What follows belongs to an exercise in optimizing a design on an open flow for small area, a short achievable clock period and few clock cycles; a production flow would make more cautious choices. Only simulation tests tie the RTL to the original design; equivalence was not proved.

==> inputs of v6 <==
==> flow/design.v <==
module fix_audio_ns(
	output reg ack,
	output reg overflow,
	output reg [15:0] tx_data,
	input [15:0] rx_data,
	input [51:0] conf,
	input req,
	input enable,
	input rstn, clk
);
reg req_r;
reg [15:0] rx_r;
reg [51:0] cf;
always @(negedge rstn or posedge clk)
	if (!rstn) req_r <= 1'b0;
	else req_r <= req;
always @(posedge clk) begin
	rx_r <= rx_data;
	cf <= conf;
end
wire [1:0] sel_hpf = cf[1:0];
wire [1:0] sel_lpf = cf[3:2];
wire [15:0] pnc = cf[19:4];
wire [15:0] vol = cf[35:20];
wire [15:0] in_vol = cf[51:36];
wire hen = |sel_hpf;
wire len = |sel_lpf;
wire ken = |pnc;
wire vol_en = vol != 16'd1024;
wire iv_en = in_vol != 16'd1024;
function [15:0] hcoef(input [1:0] i, input [1:0] s);
	case (i)
	2'd0: hcoef = s == 2'b11 ? 16'd732 : s == 2'b10 ? 16'd931 : 16'd1011;
	2'd1: hcoef = s == 2'b11 ? -16'd732 : s == 2'b10 ? -16'd931 : -16'd1011;
	default: hcoef = s == 2'b11 ? 16'd441 : s == 2'b10 ? 16'd838 : 16'd998;
	endcase
endfunction
function [15:0] lcoef(input [3:0] i, input [1:0] s);
	case (i)
	4'd0, 4'd5: lcoef = s == 2'b11 ? 16'd30 : s == 2'b10 ? 16'd54 : 16'd321;
	4'd1, 4'd4: lcoef = s == 2'b11 ? -16'd55 : s == 2'b10 ? -16'd3 : 16'd1362;
	4'd2, 4'd3: lcoef = s == 2'b11 ? 16'd33 : s == 2'b10 ? 16'd56 : 16'd2518;
	4'd6: lcoef = s == 2'b11 ? -16'd3507 : s == 2'b10 ? -16'd2266 : 16'd2270;
	4'd7: lcoef = s == 2'b11 ? 16'd5000 : s == 2'b10 ? 16'd2479 : 16'd2647;
	4'd8: lcoef = s == 2'b11 ? -16'd3656 : s == 2'b10 ? -16'd1413 : 16'd1729;
	4'd9: lcoef = s == 2'b11 ? 16'd1366 : s == 2'b10 ? 16'd444 : 16'd631;
	default: lcoef = s == 2'b11 ? -16'd206 : s == 2'b10 ? -16'd53 : 16'd100;
	endcase
endfunction
function [17:0] smul(input [15:0] a, input [15:0] b, input nega);
	reg [15:0] ma, mb;
	reg [31:0] p;
	begin
		ma = a[15] ? ~a + 16'd1 : a;
		mb = b[15] ? ~b + 16'd1 : b;
		p = ma * mb;
		smul = {|p[30:25], a[15] ^ b[15] ^ (nega & (a != 16'h8000)), p[25:10]};
	end
endfunction
function [16:0] sacc(input [15:0] c, input [17:0] m);
	reg [16:0] s;
	begin
		s = {c[15], c} + ({1'b0, m[15:0]} ^ {17{m[16]}}) + {16'd0, m[16]};
		sacc = {m[17] | (s[16] ^ s[15]), s[15:0]};
	end
endfunction
localparam [3:0]
	P_IDLE = 4'd0, P_H = 4'd1, P_LA1 = 4'd2, P_LA2 = 4'd3, P_LA3 = 4'd4,
	P_L1 = 4'd5, P_L2 = 4'd6, P_L3 = 4'd7, P_K = 4'd8, P_VOL = 4'd9;
reg [3:0] st;
wire go = (st == P_IDLE) & (req_r ^ ack);
reg [15:0] data, lacc, ha, la;
reg [15:0] hx, hy;                  
reg [15:0] x1, x2, x3, x4, x5;      
reg [15:0] y1, y2, y3, y4, y5;      
reg [15:0] es, eec;                 
reg [2:0] cnt;                      
reg ovf, k2done;
reg hpend, lpend;
reg [15:0] dr, dq;                  
reg [2:0] dph;
wire [15:0] hxv = cnt != 3'd0 ? hx : 16'd0;
wire [15:0] x1v = cnt >= 3'd1 ? x1 : 16'd0;
wire [15:0] x2v = cnt >= 3'd2 ? x2 : 16'd0;
wire [15:0] x3v = cnt >= 3'd3 ? x3 : 16'd0;
wire [15:0] x4v = cnt >= 3'd4 ? x4 : 16'd0;
wire [15:0] x5v = cnt >= 3'd5 ? x5 : 16'd0;
wire [15:0] y2v = cnt >= 3'd1 ? y2 : 16'd0;
wire [15:0] y3v = cnt >= 3'd2 ? y3 : 16'd0;
wire [15:0] y4v = cnt >= 3'd3 ? y4 : 16'd0;
wire [15:0] y5v = cnt >= 3'd4 ? y5 : 16'd0;
wire [15:0] eec_nst = eec + pnc;
wire [15:0] kk = eec_nst + 16'd1024;
wire [15:0] ae = eec_nst[15] ? ~eec_nst + 16'd1 : eec_nst;
wire [15:0] ad = kk[15] ? ~kk + 16'd1 : kk;
wire sgn_k = eec_nst[15] ^ kk[15];
wire dovf = (ad == 16'd0) | ({6'd0, ae} >= {ad, 6'd0});
function [31:0] div4(input [15:0] r_in, input [15:0] n_in, input [15:0] d);
	reg [15:0] r, n;
	reg [16:0] r17, t;
	integer i;
	begin
		r = r_in; n = n_in;
		for (i = 0; i < 4; i = i + 1) begin
			r17 = {r, n[15]};
			t = r17 - {1'b0, d};
			n = {n[14:0], ~t[16]};
			r = t[16] ? r17[15:0] : t[15:0];
		end
		div4 = {r, n};
	end
endfunction
wire [31:0] dstep = go ? div4({6'd0, ae[15:6]}, {ae[5:0], 10'd0}, ad) : div4(dr, dq, ad);
wire [15:0] kq = dstep[15:0];
wire kready = dph == 3'd4;
reg [15:0] a1, b1, c1, a2, b2, c2s;
reg n2, pair, u1, u2;
always @(*) begin
	a1 = 16'd0; b1 = data; c1 = 16'd0;
	a2 = 16'd0; b2 = 16'd0; c2s = 16'd0; n2 = 1'b0;
	pair = 1'b0; u1 = 1'b0; u2 = 1'b0;
	if (go) begin
		a1 = in_vol; b1 = rx_r; u1 = iv_en;
		a2 = hen ? hcoef(2'd2, sel_hpf) : lcoef(4'd6, sel_lpf);
		b2 = hen ? hy : y1;
		u2 = hen | len;
	end
	else case (st)
	P_H: begin
		a1 = hcoef(2'd0, sel_hpf); b1 = data;
		a2 = hcoef(2'd1, sel_hpf); b2 = hxv;
		pair = 1'b1; u1 = 1'b1; u2 = 1'b1;
	end
	P_LA1: begin
		a1 = hen ? lcoef(4'd6, sel_lpf) : lcoef(4'd7, sel_lpf);
		b1 = hen ? y1 : y2v;
		c1 = hen ? 16'd0 : la;
		a2 = hen ? lcoef(4'd7, sel_lpf) : lcoef(4'd8, sel_lpf);
		b2 = hen ? y2v : y3v;
		pair = 1'b1; u1 = 1'b1; u2 = 1'b1;
	end
	P_LA2: begin
		a1 = hen ? lcoef(4'd8, sel_lpf) : lcoef(4'd9, sel_lpf);
		b1 = hen ? y3v : y4v;
		c1 = la;
		a2 = hen ? lcoef(4'd9, sel_lpf) : lcoef(4'd10, sel_lpf);
		b2 = hen ? y4v : y5v;
		pair = 1'b1; u1 = 1'b1; u2 = 1'b1;
	end
	P_LA3: begin
		a1 = lcoef(4'd10, sel_lpf); b1 = y5v; c1 = la; u1 = 1'b1;
		a2 = dq; n2 = 1'b1; b2 = eec_nst; c2s = eec_nst; u2 = ken & kready;
	end
	P_L1: begin
		a1 = lcoef(4'd0, sel_lpf); b1 = data;
		a2 = lcoef(4'd1, sel_lpf); b2 = x1v;
		pair = 1'b1; u1 = 1'b1; u2 = 1'b1;
	end
	P_L2: begin
		a1 = lcoef(4'd2, sel_lpf); b1 = x2v; c1 = lacc;
		a2 = lcoef(4'd3, sel_lpf); b2 = x3v;
		pair = 1'b1; u1 = 1'b1; u2 = 1'b1;
	end
	P_L3: begin
		a1 = lcoef(4'd4, sel_lpf); b1 = x4v; c1 = lacc;
		a2 = lcoef(4'd5, sel_lpf); b2 = x5v;
		pair = 1'b1; u1 = 1'b1; u2 = 1'b1;
	end
	P_K: begin
		a1 = dq; b1 = data - es; c1 = es; u1 = kready;
		a2 = dq; n2 = 1'b1; b2 = eec_nst; c2s = eec_nst; u2 = kready & ~k2done;
	end
	P_VOL: begin
		a1 = vol; b1 = data; u1 = vol_en;
	end
	default: ;
	endcase
end
wire [17:0] m1 = smul(a1, b1, 1'b0);
wire [17:0] m2 = smul(a2, b2, n2);
wire [16:0] s1 = sacc(c1, m1);
wire [16:0] s2 = sacc(pair ? s1[15:0] : c2s, m2);
wire ovf1 = u1 & s1[16];
wire ovf2 = u2 & s2[16];
wire [15:0] sa = (st == P_H) ? ha : la;
wire [16:0] dsub = {s2[15], s2[15:0]} - {sa[15], sa};
wire sovf = dsub[16] ^ dsub[15];
wire [15:0] yo = (st == P_H) ? ~dsub[15:0] + 16'd1 : dsub[15:0];
wire [3:0] after_l = ken ? P_K : P_VOL;
wire [3:0] after_h = len ? P_LA1 : after_l;
wire [3:0] after_i = hen ? P_H : after_h;
always @(negedge rstn or posedge clk) begin
	if (!rstn) begin
		st <= P_IDLE;
		ack <= 1'b0;
		overflow <= 1'b0;
		ovf <= 1'b0;
		k2done <= 1'b0;
		cnt <= 3'd0;
		hpend <= 1'b0;
		lpend <= 1'b0;
		dph <= 3'd0;
		hy <= 16'd0;
		y1 <= 16'd0;
		es <= 16'd0;
		eec <= 16'd0;
	end
	else if (enable) begin
		hpend <= go;
		lpend <= go & ~hen | (st == P_H);
		if (go) dph <= 3'd1;
		else if (dph != 3'd4) dph <= dph + 3'd1;
		if (go) begin
			st <= after_i;
			ovf <= ovf1 | ovf2 | ken & dovf;
			k2done <= 1'b0;
		end
		else case (st)
		P_IDLE: ;
		P_H: begin st <= after_h; ovf <= ovf | ovf1 | ovf2 | sovf; hy <= yo; end
		P_LA2: begin st <= hen ? P_LA3 : P_L1; ovf <= ovf | ovf1 | ovf2; end
		P_LA3: begin
			st <= P_L1; ovf <= ovf | ovf1 | ovf2;
			if (u2) begin k2done <= 1'b1; eec <= s2[15:0]; end
		end
		P_L3: begin st <= after_l; ovf <= ovf | ovf1 | ovf2 | sovf; y1 <= yo; end
		P_K: if (kready) begin
			st <= P_VOL; ovf <= ovf | ovf1 | ovf2;
			es <= s1[15:0];
			if (u2) eec <= s2[15:0];
		end
		P_VOL: begin
			st <= P_IDLE;
			ack <= ~ack;
			overflow <= ovf | ovf1;
			if (cnt != 3'd5) cnt <= cnt + 3'd1;
		end
		default: begin st <= st + 4'd1; ovf <= ovf | ovf1 | ovf2; end
		endcase
	end
end
always @(posedge clk) begin
	if (enable) begin
		if (dph != 3'd4 || go) begin
			dr <= dstep[31:16];
			dq <= (dph == 3'd3 && !go) ? (sgn_k ? ~kq + 16'd1 : kq) : kq;
		end
		if (go) begin
			data <= iv_en ? s1[15:0] : rx_r;
			if (hen) ha <= s2[15:0];
			else la <= s2[15:0];
		end
		case (st)
		P_LA1, P_LA2: la <= s2[15:0];
		P_LA3: la <= s1[15:0];
		P_L1, P_L2: lacc <= s2[15:0];
		P_H, P_L3: data <= yo;
		P_K: if (kready) data <= s1[15:0];
		P_VOL: tx_data <= vol_en ? s1[15:0] : data;
		default: ;
		endcase
		if ((st == P_H) | hpend & ~hen) hx <= data;
		if ((st == P_L3) | lpend & ~len) begin
			x1 <= data; x2 <= x1; x3 <= x2; x4 <= x3; x5 <= x4;
			y2 <= y1; y3 <= y2; y4 <= y3; y5 <= y4;
		end
	end
end
endmodule
==> flow/run.sh <==
#!/bin/bash
# synth_recipe.tcl (not shown) runs the flow's synth.tcl, then flattens the netlist and writes it again
# the make line also repeats each setting of config.mk as NAME=value (left out here)
make -C /OpenROAD-flow-scripts/flow DESIGN_CONFIG=/design/flow/config.mk WORK_HOME=/design/flow/orfs CLKGATE_MAP_FILE= SYNTH_SCRIPT=/design/flow/synth_recipe.tcl finish
==> flow/config.mk <==
export PLATFORM = sky130hd
export DESIGN_NAME = fix_audio_ns
export DESIGN_NICKNAME = fix_audio_ns
export VERILOG_FILES = /design/flow/design.v
export SDC_FILE = /design/flow/constraint.sdc
export NUM_CORES = 4
export LEC_CHECK = 0
export CAP_MARGIN = 20
export CORE_MARGIN = 2
export CORE_UTILIZATION = 40
export SLEW_MARGIN = 20
==> flow/constraint.sdc <==
create_clock -name core_clock -period 90.0 [get_ports {clk}]
set_input_delay 18.0000 -clock core_clock [delete_from_list [all_inputs] [get_ports {clk}]]
set_output_delay 18.0000 -clock core_clock [all_outputs]
set_load 0.01 [all_outputs]
==> v36: changes against v6 <==
--- a/flow/design.v
+++ b/flow/design.v
@@ -1 +1,22 @@
+module umul16 (input [15:0] a, input [15:0] b, output [31:0] p);
+  localparam N = 16, M = 16;
+  wire [N*M-1:0] s, c;
+  genvar i, j;
+  generate for (i = 0; i < M; i = i + 1) begin : row
+    for (j = 0; j < N; j = j + 1) begin : col
+      wire x = a[j] & b[i];
+      if (i == 0) begin : r0
+        assign s[j] = x; assign c[j] = 1'b0;
+      end else begin : rn
+        wire y, z;
+        if (j == N-1) begin : top assign y = 1'b0; end else begin : nt assign y = s[(i-1)*N+j+1]; end
+        assign z = c[(i-1)*N+j];
+        assign s[i*N+j] = x ^ y ^ z;
+        assign c[i*N+j] = (x & y) | (x & z) | (y & z);
+      end
+    end
+    assign p[i] = s[i*N];
+  end endgenerate
+  assign p[31:16] = {1'b0, s[M*N-1:(M-1)*N+1]} + c[M*N-1:(M-1)*N];
+endmodule
 module fix_audio_ns(
@@ -49,11 +70,7 @@
 endfunction
-function [17:0] smul(input [15:0] a, input [15:0] b, input nega);
-	reg [15:0] ma, mb;
-	reg [31:0] p;
-	begin
-		ma = a[15] ? ~a + 16'd1 : a;
-		mb = b[15] ? ~b + 16'd1 : b;
-		p = ma * mb;
-		smul = {|p[30:25], a[15] ^ b[15] ^ (nega & (a != 16'h8000)), p[25:10]};
-	end
+function [15:0] mag(input [15:0] a);
+	mag = a[15] ? ~a + 16'd1 : a;
+endfunction
+function [17:0] smul(input [31:0] p, input [15:0] a, input [15:0] b, input nega);
+	smul = {|p[30:25], a[15] ^ b[15] ^ (nega & (a != 16'h8000)), p[25:10]};
 endfunction
@@ -178,4 +195,7 @@
 end
-wire [17:0] m1 = smul(a1, b1, 1'b0);
-wire [17:0] m2 = smul(a2, b2, n2);
+wire [31:0] p1, p2;
+umul16 u_mul1(.a(mag(a1)), .b(mag(b1)), .p(p1));
+umul16 u_mul2(.a(mag(a2)), .b(mag(b2)), .p(p2));
+wire [17:0] m1 = smul(p1, a1, b1, 1'b0);
+wire [17:0] m2 = smul(p2, a2, b2, n2);
 wire [16:0] s1 = sacc(c1, m1);
==> comparison table <==
quantity	v6	v36
Arrival time of the worst setup path	21040 ps	21080 ps
Number of antenna violations at the first check in global routing	5	4
Cell count after synthesis	5543	5122
Hold path startpoint	x4[5]	x3[12]
Overall die width	355 um	345 um
Beginning of the worst register-to-register path	eec[0]	st[0]
Worst-skew pair later-pin latency	700 ps	630 ps
Simple-Gate Fraction of Synth Area	16.4%	17.4%
Cell taking the most area after synthesis	sky130_fd_sc_hd__edfxtp_1	sky130_fd_sc_hd__fa_1
Met3 Track Usage GR	5.71%	4.11%
R2R Setup Slk	71170 ps	69290 ps
Multiplexer share of the synthesized area	3.39%	3.13%
Placement-stage worst setup slack	68620 ps	68580 ps
Hold endpoint	x5[5]	x4[12]
Status	complete, no violations	complete, no violations
Multi-input combinational area share	63.6%	64.1%
Testbench counts of v6, summed over its fixed seeds: cycles 41,920.
Testbench counts of v36, summed over its fixed seeds: cycles 41,920.

separate check: timing with driven ports:
The results above use ideal ports. As a check the final layouts listed here were re-extracted and re-timed, cells and wires unchanged. Step 1 sets driving cells, clkbuf_16 on the clock port and buf_2 on the other inputs (assumed; they add their load-dependent delay and slew). Step 2 adds t to the input delays and takes it off the output delays; t is the mean of the earliest and latest rising clock arrival at the registers after step 1. Input paths then give back, and output paths get back, about the clock's delay inside the block. a / b / c = ideal ports / drivers / drivers and shift; a / b = the first two.
run | shift t [ns] | slack for setup (ns) | hold WS [ns] | worst setup path at the end | latest minus earliest clock arrival (ns)
v6 | 0.723 | 69.197 / 69.241 / 68.518 | 0.451 / 0.451 / 0.451 | input to register | 0.096 / 0.096
v36 | 0.692 | 69.153 / 69.203 / 68.512 | 0.453 / 0.453 / 0.453 | input to register | 0.038 / 0.037
After both steps every run listed still meets setup and hold. The setup slack of v6, which loses most, moves by +0.044 ns with the drivers and by -0.679 ns with both steps.
